What follows belongs to an exercise in optimizing a design on an open flow for small area and a short achievable clock period; a production flow would make more cautious choices. RTL that was checked went through simulation tests only; none was proved equivalent to the original. Power and IR drop assume default switching activity.

// fft_16
module fft_16 (
    input                clk,
    input                rst_n,
    input                en,
    input  signed [11:0] sin_re,
    input  signed [11:0] sin_im,
    output signed [11:0] sout_re,
    output signed [11:0] sout_im
);
clock: 11.0 ns
lec_check: 0
abc_clock_period_in_ps: 2500
cap_margin: 20
core_margin: 2
core_utilization: 40
slew_margin: 20
standard.sh (not shown) runs the stock make flow with config.mk's settings and CLKGATE_MAP_FILE= SYNTH_SCRIPT=/design/flow/synth_recipe.tcl, a recipe that flattens the netlist after the stock synthesis.
==> flow/flow/run.sh <==
#!/bin/bash
set -euo pipefail
export SETUP_SLACK_MARGIN=7.5
export SETUP_MOVE_SEQUENCE=unbuffer,sizeup,swap,clone,split
bash standard.sh > make_standard.log 2>&1
Next try:
--- a/flow/design.v
+++ b/flow/design.v
@@ -183,41 +183,45 @@
     reg        [12:0] v1rs, v1rc, v1is, v1ic;     
     reg               v1r8, v1i8;
     wire signed [11:0] a1_re = ok1 ? d1_re[7] : 12'sd0;
     wire signed [11:0] a1_im = ok1 ? d1_im[7] : 12'sd0;
     wire [12:0] t1rs, t1rc, t1is, t1ic;
     wire        t1r8, t1i8;
     tf_multi tf1 (.a(d1_re[6]), .b(d1_im[6]), .a3(p3_re), .b3(p3_im),
                   .sel(sel1),
                   .re_s(t1rs), .re_c(t1rc), .re_c8(t1r8),
                   .im_s(t1is), .im_c(t1ic), .im_c8(t1i8));
     wire tw1 = ~count[3] & ~z1 & ok1;
-    wire signed [12:0] s1a_re = (count[3] | z1) ? sx(a1_re) : tw1 ? v1rs : 13'sd0;
-    wire signed [12:0] s1a_im = (count[3] | z1) ? sx(a1_im) : tw1 ? v1is : 13'sd0;
-    wire signed [12:0] s1b_re = count[3] ? sx(sin_re) : tw1 ? v1rc : 13'sd0;
-    wire signed [12:0] s1b_im = count[3] ? sx(sin_im) : tw1 ? v1ic : 13'sd0;
-    wire signed [12:0] s1n_re = s1a_re + s1b_re + (tw1 & v1r8);
-    wire signed [12:0] s1n_im = s1a_im + s1b_im + (tw1 & v1i8);
-    wire signed [12:0] d1a_re = count[3] ? sx(a1_re) : 13'sd0;
-    wire signed [12:0] d1a_im = count[3] ? sx(a1_im) : 13'sd0;
-    wire signed [12:0] d1b_re = sx(sin_re) ^ {13{count[3]}};
-    wire signed [12:0] d1b_im = sx(sin_im) ^ {13{count[3]}};
-    wire signed [12:0] d1n_re = d1a_re + d1b_re + count[3];
-    wire signed [12:0] d1n_im = d1a_im + d1b_im + count[3];
+    wire signed [12:0] add1_re = sx(a1_re) + sx(sin_re);
+    wire signed [12:0] add1_im = sx(a1_im) + sx(sin_im);
+    wire signed [12:0] s1a_re = z1 ? sx(a1_re) : tw1 ? v1rs : 13'sd0;
+    wire signed [12:0] s1a_im = z1 ? sx(a1_im) : tw1 ? v1is : 13'sd0;
+    wire signed [12:0] s1b_re = tw1 ? v1rc : 13'sd0;
+    wire signed [12:0] s1b_im = tw1 ? v1ic : 13'sd0;
+    wire signed [12:0] m1_re = s1a_re + s1b_re + (tw1 & v1r8);
+    wire signed [12:0] m1_im = s1a_im + s1b_im + (tw1 & v1i8);
+    wire signed [12:0] s1n_re = count[3] ? add1_re : m1_re;
+    wire signed [12:0] s1n_im = count[3] ? add1_im : m1_im;
+    wire signed [12:0] d1a_re = count[3] ? ~sx(a1_re) : 13'sd0;
+    wire signed [12:0] d1a_im = count[3] ? ~sx(a1_im) : 13'sd0;
+    wire signed [12:0] d1n_re = d1a_re + sx(sin_re);
+    wire signed [12:0] d1n_im = d1a_im + sx(sin_im);
+    reg d1c;
     always @(posedge clk) begin
         v1rs <= t1rs; v1rc <= t1rc; v1is <= t1is; v1ic <= t1ic;
         v1r8 <= t1r8; v1i8 <= t1i8;
         d1r0_re <= d1n_re;
         d1r0_im <= d1n_im;
-        d1_re[1] <= sat13(d1r0_re);
-        d1_im[1] <= sat13(d1r0_im);
+        d1c <= count[3];
+        d1_re[1] <= sat13(d1r0_re ^ {13{d1c}});
+        d1_im[1] <= sat13(d1r0_im ^ {13{d1c}});
         for (i = 2; i < 8; i = i + 1) begin
             d1_re[i] <= d1_re[i-1];
             d1_im[i] <= d1_im[i-1];
         end
         p3_re <= (d1_re[5] <<< 1) + d1_re[5];
         p3_im <= (d1_im[5] <<< 1) + d1_im[5];
         if (!rst_n) begin
             s1_re <= 13'd0; s1_im <= 13'd0;
         end else begin
             s1_re <= s1n_re;
             s1_im <= s1n_im;
Outcome: Die area rises by a few percent. Hold slack barely changes. Synthesized cell count rises by a few percent. Routed wire length rises by a few percent. Via count rises by a few percent. Sequential power falls by a few percent. Design area rises by a few percent. Total power falls slightly.
For the second run of this note, only the layout was checked, not whether the RTL still works.

==> what the ideal ports hide <==
No port has a modelled driver above. Below, the same layouts with a new extraction and two added sets of constraints. Step 1 sets driving cells, clkbuf_16 on the clock port and buf_2 on the other inputs (assumed; they add their load-dependent delay and slew). Step 2 adds t to the input delays and takes it off the output delays; t is the mean of the earliest and latest rising clock arrival at the registers after step 1. Input paths then give back, and output paths get back, about the clock's delay inside the block. Slacks: ideal / step 1 / step 2; pairs: ideal / step 1.
run | t, ns | slack for setup (ns) | worst data-port slew with drivers (ns) | cell pins on the clock port's net
the first run | 0.697 | 7.262 / 7.297 / 6.600 | 0.12 | 1
the second run | 0.715 | 7.419 / 7.419 / 6.798 | 0.15 | 1
After both steps every run listed still meets setup and hold. The setup slack of the first run, which loses most, moves by +0.035 ns with the drivers and by -0.662 ns with both steps.
